Source: an optimization exercise on an open RTL-to-GDS flow (aim: small area). Production flows keep margins and buffers that such runs may drop. At most, simulation tests tie the RTL to the original design; equivalence was not proved. Power is estimated from default activity; no workload was simulated.

build 26:
## r_top
module r_top(clk, data_in, pkt_valid, resetn, read_enb,
             data_out_0, data_out_1, data_out_2, data_out_3, vld_out, err, busy);
For scale: ~750 flip-flops, ~53 I/O pins, about 31000 um^2 of cells after synthesis.
clock: 5.0 ns
lec_check: 0
cap_margin: 20
core_margin: 2
core_utilization: 40
slew_margin: 20
run.sh (not shown) runs the stock make flow with config.mk's settings and CLKGATE_MAP_FILE= SYNTH_SCRIPT=/design/flow/synth_recipe.tcl, a recipe that flattens the netlist after the stock synthesis.
diff inputs: build 26 => build 10
# build 26
export LEC_CHECK = 0
export CAP_MARGIN = 20
export CORE_MARGIN = 2
export CORE_UTILIZATION = 40
export SLEW_MARGIN = 20
create_clock -name core_clock -period 5.0 [get_ports {clk}]
# build 10
export LEC_CHECK = 0
export CAP_MARGIN = 20
export CORE_MARGIN = 2
export CORE_UTILIZATION = 70
export SLEW_MARGIN = 20
create_clock -name core_clock -period 5.0 [get_ports {clk}]
## What came out
From build 26 to build 10 the numbers moved as follows: critical path data arrival time fell 0.27 ns, clock-buffer cell count went up by 4.1%, worst slew margin relative to its limit rose 4.0 points.
Build 10 reports a lower die area than build 26 does.


Setup of run A:
The RTL this note starts from:
==> flow/design.v <==
module r_fifo(
    input clk, resetn, soft_reset, write_enb, read_enb,
    input [8:0] wdata,           
    input clr,                   
    output full, empty,
    output reg [7:0] data_out);
    reg [4:0] write_ptr, read_ptr;
    reg [8:0] fifo_mem [0:15];
    reg [5:0] packet_len_count;
    wire wr = write_enb & ~full;
    wire rd = read_enb & ~empty;
    genvar r;
    generate
        for (r = 0; r < 16; r = r + 1) begin : row
            always @(posedge clk)
                if (clr || (wr && write_ptr[3:0] == r))
                    fifo_mem[r] <= wdata;
        end
    endgenerate
    reg [8:0] rdata;
    always @(*) begin
        rdata = 9'd0;
        for (int k = 0; k < 16; k = k + 1)
            rdata = rdata | (fifo_mem[k] & {9{read_ptr[3:0] == k}});
    end
    wire plc_zero = (packet_len_count == 6'd0);
    always @(posedge clk) begin
        if (~resetn || soft_reset || plc_zero)
            data_out <= 8'd0;
        else if (rd)
            data_out <= rdata[7:0];
    end
    always @(posedge clk) begin
        if (~resetn)
            packet_len_count <= 6'd0;
        else if (rd) begin
            if (rdata[8])
                packet_len_count <= rdata[7:2];
            else if (!plc_zero)
                packet_len_count <= packet_len_count - 6'd1;
        end
    end
    always @(posedge clk) begin
        if (~resetn) begin
            write_ptr <= 5'd0;
            read_ptr <= 5'd0;
        end else begin
            if (wr) write_ptr <= write_ptr + 5'd1;
            if (rd) read_ptr <= read_ptr + 5'd1;
        end
    end
    assign full = (write_ptr[4] != read_ptr[4]) && (write_ptr[3:0] == read_ptr[3:0]);
    assign empty = (write_ptr == read_ptr);
endmodule
module r_fsm(
    input clk, resetn, pkt_valid, fifo_full, any_empty, any_soft_reset,
    input parity_done, low_packet_valid,
    output write_enb_reg, detect_add, ld_state, laf_state, lfd_state,
    output rst_int_reg, busy);
    localparam [2:0] DECODE_ADDRESS     = 3'd0,
                     LOAD_FIRST_DATA    = 3'd1,
                     LOAD_DATA          = 3'd2,
                     LOAD_PARITY        = 3'd3,
                     FIFO_FULL_STATE    = 3'd4,
                     LOAD_AFTER_FULL    = 3'd5,
                     WAIT_TILL_EMPTY    = 3'd6,
                     CHECK_PARITY_ERROR = 3'd7;
    reg [2:0] state, next_state;
    always @(posedge clk) begin
        if (~resetn || any_soft_reset)
            state <= DECODE_ADDRESS;
        else
            state <= next_state;
    end
    always @(*) begin
        next_state = DECODE_ADDRESS;
        case (state)
            DECODE_ADDRESS:
                if (pkt_valid) next_state = any_empty ? LOAD_FIRST_DATA : WAIT_TILL_EMPTY;
                else           next_state = DECODE_ADDRESS;
            LOAD_FIRST_DATA:   next_state = LOAD_DATA;
            LOAD_DATA:
                if (fifo_full)       next_state = FIFO_FULL_STATE;
                else if (~pkt_valid) next_state = LOAD_PARITY;
                else                 next_state = LOAD_DATA;
            LOAD_PARITY:       next_state = CHECK_PARITY_ERROR;
            FIFO_FULL_STATE:   next_state = fifo_full ? FIFO_FULL_STATE : LOAD_AFTER_FULL;
            LOAD_AFTER_FULL:
                if (parity_done)           next_state = DECODE_ADDRESS;
                else if (low_packet_valid) next_state = LOAD_PARITY;
                else                       next_state = LOAD_DATA;
            WAIT_TILL_EMPTY:   next_state = any_empty ? LOAD_FIRST_DATA : WAIT_TILL_EMPTY;
            CHECK_PARITY_ERROR: next_state = fifo_full ? FIFO_FULL_STATE : DECODE_ADDRESS;
        endcase
    end
    assign detect_add    = (state == DECODE_ADDRESS);
    assign lfd_state     = (state == LOAD_FIRST_DATA);
    assign ld_state      = (state == LOAD_DATA);
    assign laf_state     = (state == LOAD_AFTER_FULL);
    assign rst_int_reg   = (state == CHECK_PARITY_ERROR);
    assign write_enb_reg = ld_state | laf_state | (state == LOAD_PARITY);
    assign busy          = ~(detect_add | ld_state);
endmodule
module r_reg(
    input clk, resetn, pkt_valid, fifo_full,
    input detect_add, ld_state, laf_state, lfd_state, rst_int_reg,
    input [7:0] data_in,
    output reg err, parity_done, low_packet_valid,
    output reg [7:0] dout);
    reg [7:0] full_reg, parity_reg, packet_parity;
    always @(posedge clk) begin
        if (~resetn)
            parity_done <= 1'b0;
        else if ((ld_state && ~fifo_full && ~pkt_valid) || (laf_state && low_packet_valid && ~parity_done))
            parity_done <= 1'b1;
        else if (detect_add)
            parity_done <= 1'b0;
    end
    always @(posedge clk) begin
        if (~resetn)
            low_packet_valid <= 1'b0;
        else if (~pkt_valid && ld_state)
            low_packet_valid <= 1'b1;
        else if (rst_int_reg)
            low_packet_valid <= 1'b0;
    end
    always @(posedge clk) begin
        if (~resetn)
            full_reg <= 8'd0;
        else if (ld_state && fifo_full)
            full_reg <= data_in;
    end
    always @(posedge clk) begin
        if ((detect_add && pkt_valid) || (ld_state && ~fifo_full))
            dout <= data_in;
        else if (laf_state)
            dout <= full_reg;
    end
    always @(posedge clk) begin
        if (~resetn || detect_add)
            parity_reg <= 8'd0;
        else if (lfd_state && pkt_valid)
            parity_reg <= parity_reg ^ dout;
        else if (ld_state && pkt_valid)
            parity_reg <= parity_reg ^ data_in;
    end
    always @(posedge clk) begin
        if (~resetn)
            err <= 1'b0;
        else
            err <= parity_done && (packet_parity != parity_reg);
    end
    always @(posedge clk) begin
        if (~resetn || detect_add)
            packet_parity <= 8'd0;
        else if ((~fifo_full && ~pkt_valid) || (~parity_done && low_packet_valid))
            packet_parity <= data_in;
    end
endmodule
module r_sync(
    input clk, resetn, detect_add, write_enb_reg,
    input [1:0] data_in,
    input [3:0] full, empty, read_enb,
    output [3:0] write_enb,
    output fifo_full,
    output [3:0] vld_out,
    output reg [3:0] soft_reset);
    reg [1:0] data_temp;
    always @(posedge clk) begin
        if (~resetn)
            data_temp <= 2'b0;
        else if (detect_add)
            data_temp <= data_in;
    end
    assign fifo_full = full[data_temp];
    assign write_enb = {4{write_enb_reg}} & (4'b0001 << data_temp);
    assign vld_out = ~empty;
    genvar i;
    generate
        for (i = 0; i < 4; i = i + 1) begin : tmr
            reg [4:0] cnt;
            wire last = cnt[4] & ~cnt[2] & ~cnt[1] & ~cnt[0];
            always @(posedge clk) begin
                if (~resetn) begin
                    soft_reset[i] <= 1'b0;
                    cnt <= 5'd0;
                end else if (vld_out[i]) begin
                    if (read_enb[i]) begin
                        soft_reset[i] <= 1'b0;
                        cnt <= 5'd0;
                    end else if (last) begin
                        soft_reset[i] <= 1'b1;
                        cnt <= 5'd0;
                    end else begin
                        soft_reset[i] <= 1'b0;
                        cnt <= {cnt[3:0], ~(cnt[4] ^ cnt[2])};
                    end
                end
            end
        end
    endgenerate
endmodule
module r_top(clk, data_in, pkt_valid, resetn, read_enb,
             data_out_0, data_out_1, data_out_2, data_out_3, vld_out, err, busy);
    input clk, pkt_valid, resetn;
    input [3:0] read_enb;
    input [7:0] data_in;
    output [7:0] data_out_0, data_out_1, data_out_2, data_out_3;
    output [3:0] vld_out;
    output err, busy;
    wire [3:0] soft_rst, wrt_enb, full, empty;
    wire fifo_full, parity_done, low_pkt_valid;
    wire write_enb_reg, detect_add, ld_state, laf_state, lfd_state, rst_int_reg;
    wire [7:0] din;
    wire [7:0] data_out [0:3];
    assign data_out_0 = data_out[0];
    assign data_out_1 = data_out[1];
    assign data_out_2 = data_out[2];
    assign data_out_3 = data_out[3];
    reg lfd_temp;
    always @(posedge clk) begin
        if (~resetn) lfd_temp <= 1'b0;
        else         lfd_temp <= lfd_state;
    end
    genvar i;
    generate
        for (i = 0; i < 4; i = i + 1) begin : fifo
            wire clr = ~resetn | soft_rst[i];
            wire [8:0] wdata = {lfd_temp, din} & {9{~clr}};
            r_fifo u (
                .clk(clk), .resetn(resetn), .soft_reset(soft_rst[i]), .write_enb(wrt_enb[i]),
                .read_enb(read_enb[i]), .wdata(wdata), .clr(clr),
                .full(full[i]), .empty(empty[i]), .data_out(data_out[i]));
        end
    endgenerate
    r_fsm fsm(
        .clk(clk), .resetn(resetn), .pkt_valid(pkt_valid), .fifo_full(fifo_full),
        .any_empty(|empty), .any_soft_reset(|soft_rst),
        .parity_done(parity_done), .low_packet_valid(low_pkt_valid),
        .write_enb_reg(write_enb_reg), .detect_add(detect_add), .ld_state(ld_state),
        .laf_state(laf_state), .lfd_state(lfd_state), .rst_int_reg(rst_int_reg), .busy(busy));
    r_reg regg(
        .clk(clk), .resetn(resetn), .pkt_valid(pkt_valid), .fifo_full(fifo_full),
        .detect_add(detect_add), .ld_state(ld_state), .laf_state(laf_state),
        .lfd_state(lfd_state), .rst_int_reg(rst_int_reg), .data_in(data_in),
        .err(err), .parity_done(parity_done), .low_packet_valid(low_pkt_valid), .dout(din));
    r_sync sync(
        .clk(clk), .resetn(resetn), .detect_add(detect_add), .write_enb_reg(write_enb_reg),
        .data_in(data_in[1:0]), .full(full), .empty(empty), .read_enb(read_enb),
        .write_enb(wrt_enb), .fifo_full(fifo_full), .vld_out(vld_out), .soft_reset(soft_rst));
endmodule
Settings: LEC_CHECK=0, CAP_MARGIN=20, CORE_MARGIN=2, CORE_UTILIZATION=40, CTS_BUF_LIST=sky130_fd_sc_hd__clkbuf_16, CTS_CLUSTER_DIAMETER=80, CTS_CLUSTER_SIZE=30, SLEW_MARGIN=20; clock period 5.0 ns.
Relative to run A, the following input files were edited for run B:
Settings: CTS_CLUSTER_SIZE now 22, was 30.
[summary]
Run B: done, clean on timing, DRC and antenna. In the reports for run B and run A, the smaller power after layout belongs to run A. Run B: routed wire length is 0.87% higher than what run A reported. Diff run B..run A | sequential share of layout area | negligible. Run B -> run A: residual antenna-violating net count after detailed routing delta 0, exact match. Stage delay of the slowest cell on the critical path: run B vs run A — no meaningful difference. Diff run A -> run B: final critical-path share of the clock period decreased 0.54 points; transition time at the pin with the least slew margin increased 12 ps.
Inputs modified between run B and run C:
Settings: changing CTS_CLUSTER_DIAMETER from 80 to 60; changing CTS_CLUSTER_SIZE from 22 to 30; changing CORE_UTILIZATION from 40 to 70.
Notes after the runs:
- Summary — power, run C relative to run B: higher, by 2.6%.
- For run B, the worst setup path startpoint was fifo[3].u.read_ptr[0]$_SDFFE_PN0P_, unlike run C, where it was fifo[2].u.read_ptr[3]$_SDFFE_PN0P_.
- When run C is set beside run B, its number of global-route vias before repair turns out to be 462 larger.
- Looking at worst hold slack across both flows, run C is the stronger of the two, with run B trailing.
- Run C against run B: final net count held; filler-free cell count of the finished design -12%; met2 global-route usage shows an increase of 20 points; multi-input logic area held steady.
- For the fmax, run C came in 2.6 MHz lower than run B did.
- Critical path depth ends up higher on run C.
- Comparing run B against run C, there is no change at all in compound-cell area share of the yosys netlist.
No run of this note included a check of the RTL's function; only the layout flow was run.

## static timing again, ports no longer ideal
The results above use ideal ports. As a check the final layouts listed here were re-extracted and re-timed, cells and wires unchanged. Step 1 sets driving cells, clkbuf_16 on the clock port and buf_2 on the other inputs (assumed; they add their load-dependent delay and slew). Step 2, shift: input delay + t, output delay - t, t = (earliest + latest rising clock arrival at the registers) / 2. This alone moves slack from input paths to output paths. a / b / c = no drivers / after step 1 / after step 2; a / b = the first two.
| run | shift t [ns] | slack for setup (ns) | clock arrival spread, ns |
|---|---|---|---|
| build 26 | 0.659 | 0.984 / 0.927 / 1.373 | 0.018 / 0.019 |
| build 10 | 0.659 | 1.250 / 1.191 / 1.321 | 0.018 / 0.017 |
| run A | 0.649 | 0.883 / 0.821 / 1.289 | 0.028 / 0.028 |
| run B | 0.663 | 0.910 / 0.849 / 1.325 | 0.035 / 0.035 |
| run C | 0.657 | 0.866 / 0.805 / 1.462 | 0.031 / 0.032 |
After both steps setup and hold are still met in every run listed.
